Context: an optimization exercise on an open-source flow, tuned for small area. The choices shown serve that exercise and are no tape-out recipe. Only simulation tests tie the RTL to the original design; equivalence was not proved. No activity file was given, so power comes from the tool's default toggle rates. The flow treats the clock pin as an ideal source, which a real chip does not have.

==> flow/design.v (excerpt) <==
module sisc (clk, rst_f, imem_addr, imem_rdata, dmem_addr, dmem_wdata, dmem_we, dmem_rdata, halted);
For scale: about 950 cells after synthesis, roughly 560 flip-flops, ~130 I/O pins, roughly 14000 µm² of cells after synthesis.
Settings: LEC_CHECK=0, CAP_MARGIN=5, CORE_MARGIN=2, CORE_UTILIZATION=70, PLACE_DENSITY=0.8, SLEW_MARGIN=5; clock period 10.0 ns.
standard.sh (not shown) runs the stock make flow with config.mk's settings and CLKGATE_MAP_FILE= SYNTH_SCRIPT=/design/flow/synth_recipe.tcl, a recipe that flattens the netlist after the stock synthesis.
==> flow/flow/run.sh <==
#!/bin/bash
set -euo pipefail
export BUFFER_PORTS_ARGS="-buffer_cell sky130_fd_sc_hd__buf_1"
export CTS_ARGS="-sink_clustering_enable -repair_clock_nets -dont_use_dummy_load -sink_clustering_size 32 -sink_clustering_max_diameter 120 -root_buf sky130_fd_sc_hd__clkbuf_4 -tree_buf sky130_fd_sc_hd__clkbuf_4"
export RECOVER_POWER=100; export REMOVE_ABC_BUFFERS=1
bash standard.sh finish > flow_make.log 2>&1
Then changed:
==> flow/flow/run.sh (replaced) <==
#!/bin/bash
# Standard ORFS layout (standard synthesis unchanged). Changes from the standard flow's own
# layout: port buffers are buf_1; the clock tree uses sink clusters of up to 32
# flip-flops within 120 um (clkbuf_16 each), no dummy loads, and clkbuf_4
# root/tree buffers; buffers that ABC inserted are removed at floorplan and
# non-critical gates are downsized after global routing (RECOVER_POWER).
# ORFS writes each step's log under orfs/logs; make's output goes to flow_make.log.
set -euo pipefail
export BUFFER_PORTS_ARGS="-buffer_cell sky130_fd_sc_hd__buf_1"
export CTS_ARGS="-sink_clustering_enable -repair_clock_nets -dont_use_dummy_load -sink_clustering_size 32 -sink_clustering_max_diameter 120 -root_buf sky130_fd_sc_hd__clkbuf_4 -tree_buf sky130_fd_sc_hd__clkbuf_4"
export RECOVER_POWER=100
export REMOVE_ABC_BUFFERS=1
bash standard.sh finish > flow_make.log 2>&1
--- a/flow/config.mk
+++ b/flow/config.mk
@@ -6,7 +6,7 @@
 export NUM_CORES = 4
 export LEC_CHECK = 0
-export CAP_MARGIN = 5
+export CAP_MARGIN = 20
 export CORE_MARGIN = 2
-export CORE_UTILIZATION = 70
-export PLACE_DENSITY = 0.8
-export SLEW_MARGIN = 5
+export CORE_UTILIZATION = 75
+export PLACE_DENSITY = 0.85
+export SLEW_MARGIN = 20
- Now the flow ran to the end with violations: capacitance limit, slew limit
- setup slack loses 0.32 ns
- worst hold slack degrades by 0.011 ns
- power goes up by 0.90%
- design area is about the same
- first-iteration DRC count went up by about 70%
- critical path depth is lower by 1
- sequential power hardly moves
- final cell count drops by about 2.7%
Then changed:
==> flow/flow/run.sh (replaced) <==
#!/bin/bash
set -euo pipefail
export BUFFER_PORTS_ARGS="-buffer_cell sky130_fd_sc_hd__buf_1"
export CTS_ARGS="-sink_clustering_enable -repair_clock_nets -dont_use_dummy_load -sink_clustering_size 32 -sink_clustering_max_diameter 120 -root_buf sky130_fd_sc_hd__clkbuf_4 -tree_buf sky130_fd_sc_hd__clkbuf_4"
bash standard.sh finish > flow_make.log 2>&1
--- a/flow/config.mk
+++ b/flow/config.mk
@@ -8,5 +8,5 @@
 export CAP_MARGIN = 20
 export CORE_MARGIN = 2
-export CORE_UTILIZATION = 75
-export PLACE_DENSITY = 0.85
+export CORE_UTILIZATION = 70
+export PLACE_DENSITY = 0.8
 export SLEW_MARGIN = 20
Effect: With this change the flow finished clean; synthesized cell count stays the same; die area came out higher by 6.9%; non-clock buffer count stays the same; power drops by 0.65%; routed wire length shrinks by 14%; cell count went up by 2.7%; worst setup slack improved by 0.85 ns; hold slack degrades by 0.018 ns; combinational power decreases by 5.5%; core utilization drops by 5.2 points; sequential share of layout area came out lower by 0.46 points.
Then changed:
==> flow/flow/run.sh (replaced) <==
#!/bin/bash
set -euo pipefail
export BUFFER_PORTS_ARGS="-buffer_cell sky130_fd_sc_hd__buf_1"
export CTS_ARGS="-sink_clustering_enable -repair_clock_nets -dont_use_dummy_load -sink_clustering_size 32 -sink_clustering_max_diameter 120 -root_buf sky130_fd_sc_hd__clkbuf_4 -tree_buf sky130_fd_sc_hd__clkbuf_4"
export REMOVE_ABC_BUFFERS=1
bash standard.sh finish > flow_make.log 2>&1
Setup slack gets better by 0.042 ns.
Global-route usage drops by 2.0 points.
Total power barely changes.
Count of clock-buffer cells in the layout stays the same.
Via count barely changes.
Then changed:
==> flow/flow/run.sh (replaced) <==
#!/bin/bash
set -euo pipefail
export BUFFER_PORTS_ARGS="-buffer_cell sky130_fd_sc_hd__buf_1"
export CTS_ARGS="-sink_clustering_enable -repair_clock_nets -dont_use_dummy_load -sink_clustering_size 32 -sink_clustering_max_diameter 120 -root_buf sky130_fd_sc_hd__clkbuf_4 -tree_buf sky130_fd_sc_hd__clkbuf_4"
export RECOVER_POWER=100; export REMOVE_ABC_BUFFERS=1
bash standard.sh finish > flow_make.log 2>&1
Sequential share of layout area is higher by 0.24 points. Non-clock buffer count is unchanged. Wire length stays flat. Count of clock-buffer cells in the layout is unchanged. Global-route usage does not change. Total power stays flat. Via count is about the same. Sequential power barely changes. Clock power barely changes. Combinational power falls by about 1%. Worst setup slack degrades by 0.57 ns.

========
The RTL this note starts from:
==> flow/design.v <==
`timescale 1ns/100ps
module sisc (clk, rst_f, imem_addr, imem_rdata, dmem_addr, dmem_wdata, dmem_we, dmem_rdata, halted);
  input         clk, rst_f;
  output [15:0] imem_addr;
  input  [31:0] imem_rdata;
  output [15:0] dmem_addr;
  output [31:0] dmem_wdata;
  output        dmem_we;
  input  [31:0] dmem_rdata;
  output        halted;
  reg  [4:0]  ph;         
  reg         rot;        
  reg         hlt;
  reg  [15:0] pc;
  reg  [3:0]  st;         
  reg         c;          
  reg         acc;        
  reg  [4:0]  k;          
  reg  [15:0] a;          
  reg  [31:0] t;          
  reg  [31:0] r1, r2, r3, r4, r5, r6, r7, r8, r9, r10, r11, r12, r13, r14, r15;
  wire [3:0] op = imem_rdata[31:28];
  wire [3:0] mm = imem_rdata[27:24];
  wire [3:0] rs = imem_rdata[23:20];
  wire [3:0] rt = imem_rdata[19:16];
  wire [3:0] rd = imem_rdata[15:12];
  wire [3:0] fn = imem_rdata[3:0];
  wire act   = ~hlt;
  wire mm8   = (mm == 4'd8);
  wire isalu = (op == 4'd8);
  wire immf  = isalu & mm8;
  wire regf  = isalu & ~mm8;
  wire islod = (op == 4'd1);
  wire isstr = (op == 4'd2);
  wire isls  = islod | isstr;
  wire isswp = (op == 4'd3);
  wire ishlt = (op == 4'd15);
  wire isbr  = (op == 4'd4) | (op == 4'd5) | (op == 4'd6);
  wire issh  = regf & (fn[3:2] == 2'b10);
  wire two   = isalu | isls | isswp;
  wire last  = two ? rot : 1'b1;
  wire pcp   = act & ~ishlt & last & ph[4];      
  wire r0    = ~rot;
  wire anys  = |(mm & st);
  wire tk    = isbr & ((op == 4'd6) ? ~anys : anys);
  wire rel   = ~(tk & ((op == 4'd4) | (op == 4'd6)));
  reg pa, pb;
  always @* begin
    case (rs)
      4'd1: pa = r1[0];   4'd2: pa = r2[0];   4'd3: pa = r3[0];   4'd4: pa = r4[0];
      4'd5: pa = r5[0];   4'd6: pa = r6[0];   4'd7: pa = r7[0];   4'd8: pa = r8[0];
      4'd9: pa = r9[0];   4'd10: pa = r10[0]; 4'd11: pa = r11[0]; 4'd12: pa = r12[0];
      4'd13: pa = r13[0]; 4'd14: pa = r14[0]; 4'd15: pa = r15[0];
      default: pa = 1'b0;
    endcase
    case (rt)
      4'd1: pb = r1[0];   4'd2: pb = r2[0];   4'd3: pb = r3[0];   4'd4: pb = r4[0];
      4'd5: pb = r5[0];   4'd6: pb = r6[0];   4'd7: pb = r7[0];   4'd8: pb = r8[0];
      4'd9: pb = r9[0];   4'd10: pb = r10[0]; 4'd11: pb = r11[0]; 4'd12: pb = r12[0];
      4'd13: pb = r13[0]; 4'd14: pb = r14[0]; 4'd15: pb = r15[0];
      default: pb = 1'b0;
    endcase
  end
  wire       ph0   = (ph[3:0] == 4'd0);
  wire       ibit  = (ph[4] & ~pcp) ? imem_rdata[15] : (ph0 ? imem_rdata[0] : a[0]);
  wire       pcbit = pc[ph[3:0]];
  wire inv   = issh ? fn[0] : (fn == 4'd2);
  wire first = ph0 & (ph[4] == pcp);
  wire xb    = pcp ? (rel & pcbit) : ((immf | (regf & ~issh) | (isls & ~mm8) | isswp) & pa);
  wire yb    = pcp ? (tk & ibit) : ((immf | isls) ? ibit : (regf & (pb ^ inv)));
  wire cin   = pcp ? rel : (regf & inv);
  wire ci    = first ? cin : c;
  wire sum   = xb ^ yb ^ ci;
  wire co    = (xb & yb) | (xb & ci) | (yb & ci);
  reg lg;
  always @* begin
    case (fn[1:0])
      2'b00: lg = ~pa;
      2'b01: lg = pa | pb;
      2'b10: lg = pa & pb;
      default: lg = pa ^ pb;
    endcase
  end
  wire res = (regf & fn[3]) ? 1'b0 : ((regf & fn[2]) ? lg : sum);
  wire [4:0] kn   = ~k;
  wire       tap  = t[31];
  wire       lsh  = issh & fn[1];
  wire       shv  = (lsh & fn[0] & (k == 5'd0)) ? pa : tap;
  wire       tin  = issh ? (pa & ~(lsh & (fn[0] ^ rot))) : (islod ? t[31] : pb);
  reg       we;
  reg [3:0] wa;
  reg       wb;
  always @* begin
    we = 1'b0;
    wa = rt;
    wb = res;
    if (act) begin
      if (r0) begin
        if (isalu & ~issh) begin we = 1'b1; wa = regf ? rd : rt; wb = res; end
        if (isswp)         begin we = 1'b1; wa = rt; wb = res; end
      end else begin
        if (issh)          begin we = 1'b1; wa = rd; wb = shv & ~(lsh & acc); end
        if (isswp)         begin we = 1'b1; wa = rs; wb = tap; end
        if (islod)         begin we = 1'b1; wa = rt; wb = tap; end
      end
    end
  end
  wire [15:0] wsel = we ? (16'd1 << wa) : 16'd0;
  always @(posedge clk) begin
    r1  <= {wsel[1]  ? wb : r1[0],  r1[31:1]};
    r2  <= {wsel[2]  ? wb : r2[0],  r2[31:1]};
    r3  <= {wsel[3]  ? wb : r3[0],  r3[31:1]};
    r4  <= {wsel[4]  ? wb : r4[0],  r4[31:1]};
    r5  <= {wsel[5]  ? wb : r5[0],  r5[31:1]};
    r6  <= {wsel[6]  ? wb : r6[0],  r6[31:1]};
    r7  <= {wsel[7]  ? wb : r7[0],  r7[31:1]};
    r8  <= {wsel[8]  ? wb : r8[0],  r8[31:1]};
    r9  <= {wsel[9]  ? wb : r9[0],  r9[31:1]};
    r10 <= {wsel[10] ? wb : r10[0], r10[31:1]};
    r11 <= {wsel[11] ? wb : r11[0], r11[31:1]};
    r12 <= {wsel[12] ? wb : r12[0], r12[31:1]};
    r13 <= {wsel[13] ? wb : r13[0], r13[31:1]};
    r14 <= {wsel[14] ? wb : r14[0], r14[31:1]};
    r15 <= {wsel[15] ? wb : r15[0], r15[31:1]};
  end
  wire [31:0] dw = {dmem_rdata[16:0], dmem_rdata[31:17]};
  wire [31:0] dwr;
  assign dwr = {dw[0], dw[1], dw[2], dw[3], dw[4], dw[5], dw[6], dw[7],
                dw[8], dw[9], dw[10], dw[11], dw[12], dw[13], dw[14], dw[15],
                dw[16], dw[17], dw[18], dw[19], dw[20], dw[21], dw[22], dw[23],
                dw[24], dw[25], dw[26], dw[27], dw[28], dw[29], dw[30], dw[31]};
  wire tld = islod & r0 & (ph == 5'd16);
  wire m16 = kn[4] ? t[15] : tin;
  wire m8  = kn[3] ? t[23] : m16;
  wire m4  = kn[2] ? t[27] : m8;
  wire m2  = kn[1] ? t[29] : m4;
  wire m1  = kn[0] ? t[30] : m2;
  always @(posedge clk) begin
    c <= co;
    if (tld) t <= dwr;
    else     t <= {m1, m2, t[28], m4, t[26:24], m8, t[22:16], m16, t[14:0], tin};
    if (r0) acc <= ((ph == 5'd0) ? 1'b0 : acc) | (issh ? (pb & (ph >= 5'd5)) : sum);
    if (r0 & (ph < 5'd5)) k <= {issh & sum, k[4:1]};
    if (ph0) a <= {sum, imem_rdata[15:1]};
    else     a <= {sum, a[15:1]};
  end
  wire stwe = act & r0 & (ph == 5'd31) & isalu & ((fn == 4'd1) | (fn == 4'd2));
  wire fsb  = (fn == 4'd2);
  always @(posedge clk or negedge rst_f) begin
    if (!rst_f) begin
      ph  <= 5'd0;
      rot <= 1'b0;
      hlt <= 1'b0;
      pc  <= 16'd0;
      st  <= 4'd0;
    end else begin
      ph  <= ph + 5'd1;
      hlt <= hlt | ishlt;
      if (ph == 5'd31) rot <= two & r0 & act;
      if (pcp & (ph == 5'd31)) pc <= {sum, a[15:1]};
      if (stwe) st <= {co ^ (regf & fsb),
                       ~(fsb ^ pa ^ pb) & (fsb ^ pb ^ sum),
                       sum,
                       ~(acc | sum)};
    end
  end
  assign imem_addr  = pc;
  assign dmem_addr  = a;
  assign dmem_we    = act & isstr & rot & (ph == 5'd16);
  assign dmem_wdata = {t[16], t[17], t[18], t[19], t[20], t[21], t[22], t[23],
                       t[24], t[25], t[26], t[27], t[28], t[29], t[30], t[31],
                       t[0], t[1], t[2], t[3], t[4], t[5], t[6], t[7],
                       t[8], t[9], t[10], t[11], t[12], t[13], t[14], t[15]};
  assign halted = hlt;
endmodule
==> flow/config.mk <==
export PLATFORM = sky130hd
export DESIGN_NAME = sisc
export DESIGN_NICKNAME = sisc
export VERILOG_FILES = /design/flow/design.v
export SDC_FILE = /design/flow/constraint.sdc
export NUM_CORES = 4
export LEC_CHECK = 0
export CAP_MARGIN = 20
export CORE_MARGIN = 2
export CORE_UTILIZATION = 62
export PLACE_DENSITY = 0.75
export SLEW_MARGIN = 20
==> flow/constraint.sdc <==
create_clock -name core_clock -period 10.0 [get_ports {clk}]
set_input_delay 2.0000 -clock core_clock [delete_from_list [all_inputs] [get_ports {clk}]]
set_output_delay 2.0000 -clock core_clock [all_outputs]
set_load 0.01 [all_outputs]
==> flow/flow/run.sh <==
#!/bin/bash
# Standard ORFS layout (standard synthesis unchanged). Changes from the standard flow's own
# layout: port buffers are buf_1; the clock tree uses sink clusters of up to 32
# flip-flops within 120 um (clkbuf_16 each), no dummy loads, and clkbuf_4
# root/tree buffers; buffers that ABC inserted are removed at floorplan and
# non-critical gates are downsized after global routing (RECOVER_POWER).
# ORFS writes each step's log under orfs/logs; make's output goes to flow_make.log.
set -euo pipefail
export BUFFER_PORTS_ARGS="-buffer_cell sky130_fd_sc_hd__buf_1"
export CTS_ARGS="-sink_clustering_enable -repair_clock_nets -dont_use_dummy_load -sink_clustering_size 32 -sink_clustering_max_diameter 120 -root_buf sky130_fd_sc_hd__clkbuf_4 -tree_buf sky130_fd_sc_hd__clkbuf_4"
export RECOVER_POWER=100
export REMOVE_ABC_BUFFERS=1
bash standard.sh finish > flow_make.log 2>&1
The baseline completed and failed the layout checks on capacitance limit, slew limit.
==> next run, changes <==
CORE_UTILIZATION = 70   (was 62)
PLACE_DENSITY = 0.8   (was 0.75)
This time the run ran to the end with no violations; die area came out lower by roughly a tenth; utilization increases by 8.3 points; cell count drops slightly; wire length rises by a little under a tenth; setup slack gains 0.039 ns; power is higher slightly; maximum frequency grows slightly; sequential power stays flat; via count is higher by a few percent; global-route usage grows by 4.2 points; area after synthesis stays the same.
==> next run, changes <==
==> flow/flow/run.sh (replaced) <==
#!/bin/bash
# Standard ORFS layout (standard synthesis unchanged) with smaller port buffers
# and a clock tree with larger sink clusters and no dummy loads.
set -euo pipefail
export BUFFER_PORTS_ARGS="-buffer_cell sky130_fd_sc_hd__buf_1"
export CTS_ARGS="-sink_clustering_enable -repair_clock_nets -dont_use_dummy_load -sink_clustering_size 30 -sink_clustering_max_diameter 100"
bash standard.sh finish > flow_make.log 2>&1
- setup slack is better by 0.42 ns
- global-route usage rises by 2.9 points
- utilization rises by 0.62 points

[separate check: timing with driven ports]
The flow's constraints put no driver on any port. The routed layouts listed below were extracted and timed again, unchanged, in two steps.
Step 1 assumes that a clkbuf_16 drives the clock port and a buf_2 every other input.
Step 2, shift: input delay + t, output delay - t, t = (earliest + latest rising clock arrival at the registers) / 2. This alone moves slack from input paths to output paths.
Three values: ideal, step 1, step 2; two values: the first two.
| run | t (ns) | setup slack, ns | worst register clock-pin slew, ns |
|---|---|---|---|
| the first run of note 1 | 0.790 | 4.151 / 4.165 / 3.374 | 0.12 / 0.12 |
| the second run of note 1 | 0.799 | 3.829 / 3.850 / 3.050 | 0.12 / 0.12 |
| the third run of note 1 | 0.778 | 4.676 / 4.662 / 3.884 | 0.12 / 0.12 |
| the fourth run of note 1 | 0.793 | 4.718 / 4.693 / 4.094 | 0.12 / 0.12 |
| the fifth run of note 1 | 0.790 | 4.151 / 4.165 / 3.374 | 0.12 / 0.12 |
| the first run of note 2 | 0.763 | 4.112 / 4.128 / 3.365 | 0.12 / 0.12 |
| the second run of note 2 | 0.790 | 4.151 / 4.165 / 3.374 | 0.12 / 0.12 |
| the third run of note 2 | 0.571 | 4.572 / 4.564 / 3.993 | 0.12 / 0.12 |
The setup slack of the third run of note 1, which loses most, moves by -0.014 ns with the drivers and by -0.792 ns with both steps.
